Background: an optimization exercise with open tools, aiming at small area, a short achievable clock period and few clock cycles per item. Do not read the settings as production practice.
At most, simulation tests tie the RTL to the original design; equivalence was not proved.
Power is estimated from default activity; no workload was simulated.

## run A
==> flow/design.v (excerpt) <==
module non_restoring_div #(parameter N = 16) (
    input  logic clk, rst_n, start,
    input  logic [N-1:0] dividend, divisor,
    output logic [N-1:0] quotient, remainder,
    output logic ready
);
Size in the first run: roughly 600 cells after synthesis, ~68 I/O pins, roughly 3900 sq um of cells after synthesis.
export LEC_CHECK = 0
export ABC_AREA = 1
export CAP_MARGIN = 20
export CORE_MARGIN = 2
export CORE_UTILIZATION = 40
export PLACE_DENSITY = 0.75
export SETUP_SLACK_MARGIN = 2.7
export SLEW_MARGIN = 20
create_clock -name core_clock -period 5.0 [get_ports {clk}]
standard.sh (not shown) runs the stock make flow with config.mk's settings and CLKGATE_MAP_FILE= SYNTH_SCRIPT=/design/flow/synth_recipe.tcl, a recipe that flattens the netlist after the stock synthesis.
==> flow/flow/run.sh <==
#!/bin/bash
set -euo pipefail
export BUFFER_PORTS_ARGS="-buffer_cell sky130_fd_sc_hd__buf_1"
bash standard.sh ADDER_MAP_FILE= finish > flow.log 2>&1
diff inputs: run A => run B
- SETUP_SLACK_MARGIN: 2.7 -> 2.6
==> notes.md <==
- Higher met1 layer wirelength in the final routing was reported by run A, not run B.
- Combinational group power ended up about 3% lower on run B than on run A.
- Run A -> run B: area enclosed by the die boundary delta 0, exact match
- The power of run B falls short of that of run A by 2.1%.
- The buffering overhead of run B falls short of that of run A by 0.21 points.
- Tapcell count came out exactly the same in run B and run A.
- Combinational fraction of design power was higher in run A than in run B.
- Relative to run A, share of the core filled with cells has gone down in run B.
> inputs changed (run B -> run C)
- PLACE_DENSITY: 0.75 -> 0.85
[summary]
Worst setup slack in run C vs run B: up 45 ps
The combinational group power on run C is in line with that on run B.
Measured against each other, run C and run B differ in final weighted congestion in routability-driven placement, the higher figure coming from run B.
Run B vs run C, master of the slowest instance on the critical path: sky130_fd_sc_hd__edfxtp_1 vs sky130_fd_sc_hd__a21oi_1
Function was not checked in any run of this note: the RTL went through the layout flow alone.

== rev 12 ==
non_restoring_div, a different RTL version from the one above (not shown whole).
Size: about 510 cells after synthesis, about 55 flip-flops, roughly 68 I/O pins.
Settings: LEC_CHECK=0, ABC_CLOCK_PERIOD_IN_PS=2500, CAP_MARGIN=20, CORE_MARGIN=2, CORE_UTILIZATION=65, SETUP_SLACK_MARGIN=2.5, SLEW_MARGIN=20; clock period 5.0 ns.
==> flow/flow/run.sh <==
#!/bin/bash
set -euo pipefail
export BUFFER_PORTS_ARGS="-buffer_cell sky130_fd_sc_hd__buf_2"
bash standard.sh > flow.log 2>&1
Testbench counts of rev 12, summed over its fixed seeds: cycles 14,538, items 3,200.
> inputs changed (rev 12 -> rev 13)
- a change of CORE_UTILIZATION from 65 to 40
Results
- Summary: total power, rev 13 worse than rev 12
- Share of the clock period used by the worst path: rev 12 vs rev 13 — no meaningful difference
- Rev 12 → rev 13: cell-internal power increased by about 3.2% relative to the old numbers; remaining global-route overflow closely matched the old numbers; worst relative slew slack decreased by 0.63 points relative to the old numbers.
- Die outline area up about 60% in rev 13 wrt rev 12
- Against rev 12, the final cell area of rev 13 is higher.
- Rev 13 vs. rev 12: setup fix buffers added after clock tree synthesis +2; wire length reported by the detailed router +830 um; utilization of the core after routing -29 points.

non_restoring_div again, from the RTL that the note above started with.
export LEC_CHECK = 0
export ABC_CLOCK_PERIOD_IN_PS = 2500
export CAP_MARGIN = 20
export CORE_MARGIN = 2
export CORE_UTILIZATION = 65
export SETUP_SLACK_MARGIN = 2.5
export SLEW_MARGIN = 20
create_clock -name core_clock -period 5.0 [get_ports {clk}]
==> flow/flow/run.sh <==
#!/bin/bash
set -euo pipefail
export BUFFER_PORTS_ARGS="-buffer_cell sky130_fd_sc_hd__buf_1"
bash standard.sh > flow.log 2>&1
The starting point produced a clean layout.
Testbench counts at the start, summed over its fixed seeds: cycles 14,538, items 3,200.
Change:
==> flow/flow/run.sh (replaced) <==
#!/bin/bash
set -euo pipefail
export BUFFER_PORTS_ARGS="-buffer_cell sky130_fd_sc_hd__buf_2"
bash standard.sh ADDER_MAP_FILE= finish > flow.log 2>&1
--- a/flow/config.mk
+++ b/flow/config.mk
@@ -6,8 +6,8 @@
 export NUM_CORES = 4
 export LEC_CHECK = 0
-export ABC_CLOCK_PERIOD_IN_PS = 2500
+export ABC_AREA = 1
 export CAP_MARGIN = 20
 export CORE_MARGIN = 2
-export CORE_UTILIZATION = 65
-export SETUP_SLACK_MARGIN = 2.5
+export CORE_UTILIZATION = 40
+export SETUP_SLACK_MARGIN = 2.6
 export SLEW_MARGIN = 20
Result:
- total power stays flat
- clock power fell by 8.6%
- global-route usage drops by 10 points
- worst setup slack is better by 0.29 ns
- first-iteration DRC count decreases by 22%
- clock skew stays flat
- wire length goes up by 7.5%
- die area is higher by 56%
- fmax increases by 13%
- critical path depth goes up by 7
- utilization decreases by 30 points

Another version of the RTL of non_restoring_div (not shown whole).
Size in the first run: about 0.0036 mm2 of cells after synthesis.
Settings: LEC_CHECK=0, ABC_AREA=1, CAP_MARGIN=20, CORE_MARGIN=2, CORE_UTILIZATION=50, PLACE_DENSITY=0.85, SETUP_SLACK_MARGIN=2.6, SLEW_MARGIN=70; clock period 5.0 ns.
==> flow/flow/run.sh <==
#!/bin/bash
set -euo pipefail
export BUFFER_PORTS_ARGS="-buffer_cell sky130_fd_sc_hd__buf_1"
bash standard.sh ADDER_MAP_FILE= finish > flow.log 2>&1
The baseline finished clean.
Testbench counts at the start, summed over its fixed seeds: cycles 14,351, items 3,200.
Change:
- CORE_UTILIZATION: 50 -> 40
- PLACE_DENSITY: 0.85 -> 0.8
- SETUP_SLACK_MARGIN: 2.6 -> 2.65
- SLEW_MARGIN: 70 -> 20
- sequential share of layout area decreases by 0.72 points
- via count does not change
- combinational power increases by about 3%
- total power increases by 0.59%
Change:
- CORE_UTILIZATION: 40 -> 50
- PLACE_DENSITY: 0.8 -> 0.85
- SETUP_SLACK_MARGIN: 2.65 -> 2.6
Outcome:
- The changed run completed with no timing, DRC or antenna violations
- non-clock buffer count went down by 4
- wire length went down by 6.0%
- fmax went up by 1.8%
- combinational power went down by about 3%
- sequential power went up by about 1%
- worst setup slack gains 0.040 ns
- power went down by 1.1%
- global-route usage went up by 4.6 points
Change:
- CORE_UTILIZATION: 50 -> 40
What happened: Routed wire length rises by 0.40%. Worst setup slack got worse by 0.052 ns. Count of clock-buffer cells in the layout stays the same.

==> what the ideal ports hide <==
Ports are ideal in the flow. The routed layouts listed here were re-timed in OpenROAD.
Step 1 sets driving cells, clkbuf_16 on the clock port and buf_2 on the other inputs (assumed; they add their load-dependent delay and slew).
Step 2 moves the port delays by t, midway between the first and last clock arrival at a register: inputs arrive t later, outputs are due t later. That takes back most of the time a late clock gives input paths.
a / b / c = ideal / step 1 / step 2; a / b = the first two.
run	shift t [ns]	setup slack, ns	clock arrival spread, ns	worst slew at a driven data input, ns
run A	0.351	2.786 / 2.786 / 2.476	0.016 / 0.015	0.03
run B	0.354	2.755 / 2.755 / 2.443	0.016 / 0.016	0.03
run C	0.353	2.799 / 2.804 / 2.451	0.009 / 0.008	0.05
rev 12	0.356	2.475 / 2.470 / 2.114	0.010 / 0.010	0.05
rev 13	0.350	2.468 / 2.482 / 2.132	0.013 / 0.013	0.04
the first run of note 3	0.343	2.470 / 2.473 / 2.130	0.016 / 0.016	0.06
the second run of note 3	0.340	2.763 / 2.774 / 2.434	0.013 / 0.014	0.04
the first run of note 4	0.354	2.763 / 2.763 / 2.427	0.017 / 0.017	0.04
the second run of note 4	0.340	2.758 / 2.764 / 2.425	0.016 / 0.017	0.04
the third run of note 4	0.351	2.798 / 2.802 / 2.458	0.008 / 0.008	0.03
the fourth run of note 4	0.350	2.746 / 2.751 / 2.402	0.015 / 0.015	0.03
After both steps setup and hold are still met in every run listed. The setup slack of rev 12, which loses most, moves by -0.005 ns with the drivers and by -0.361 ns with both steps.
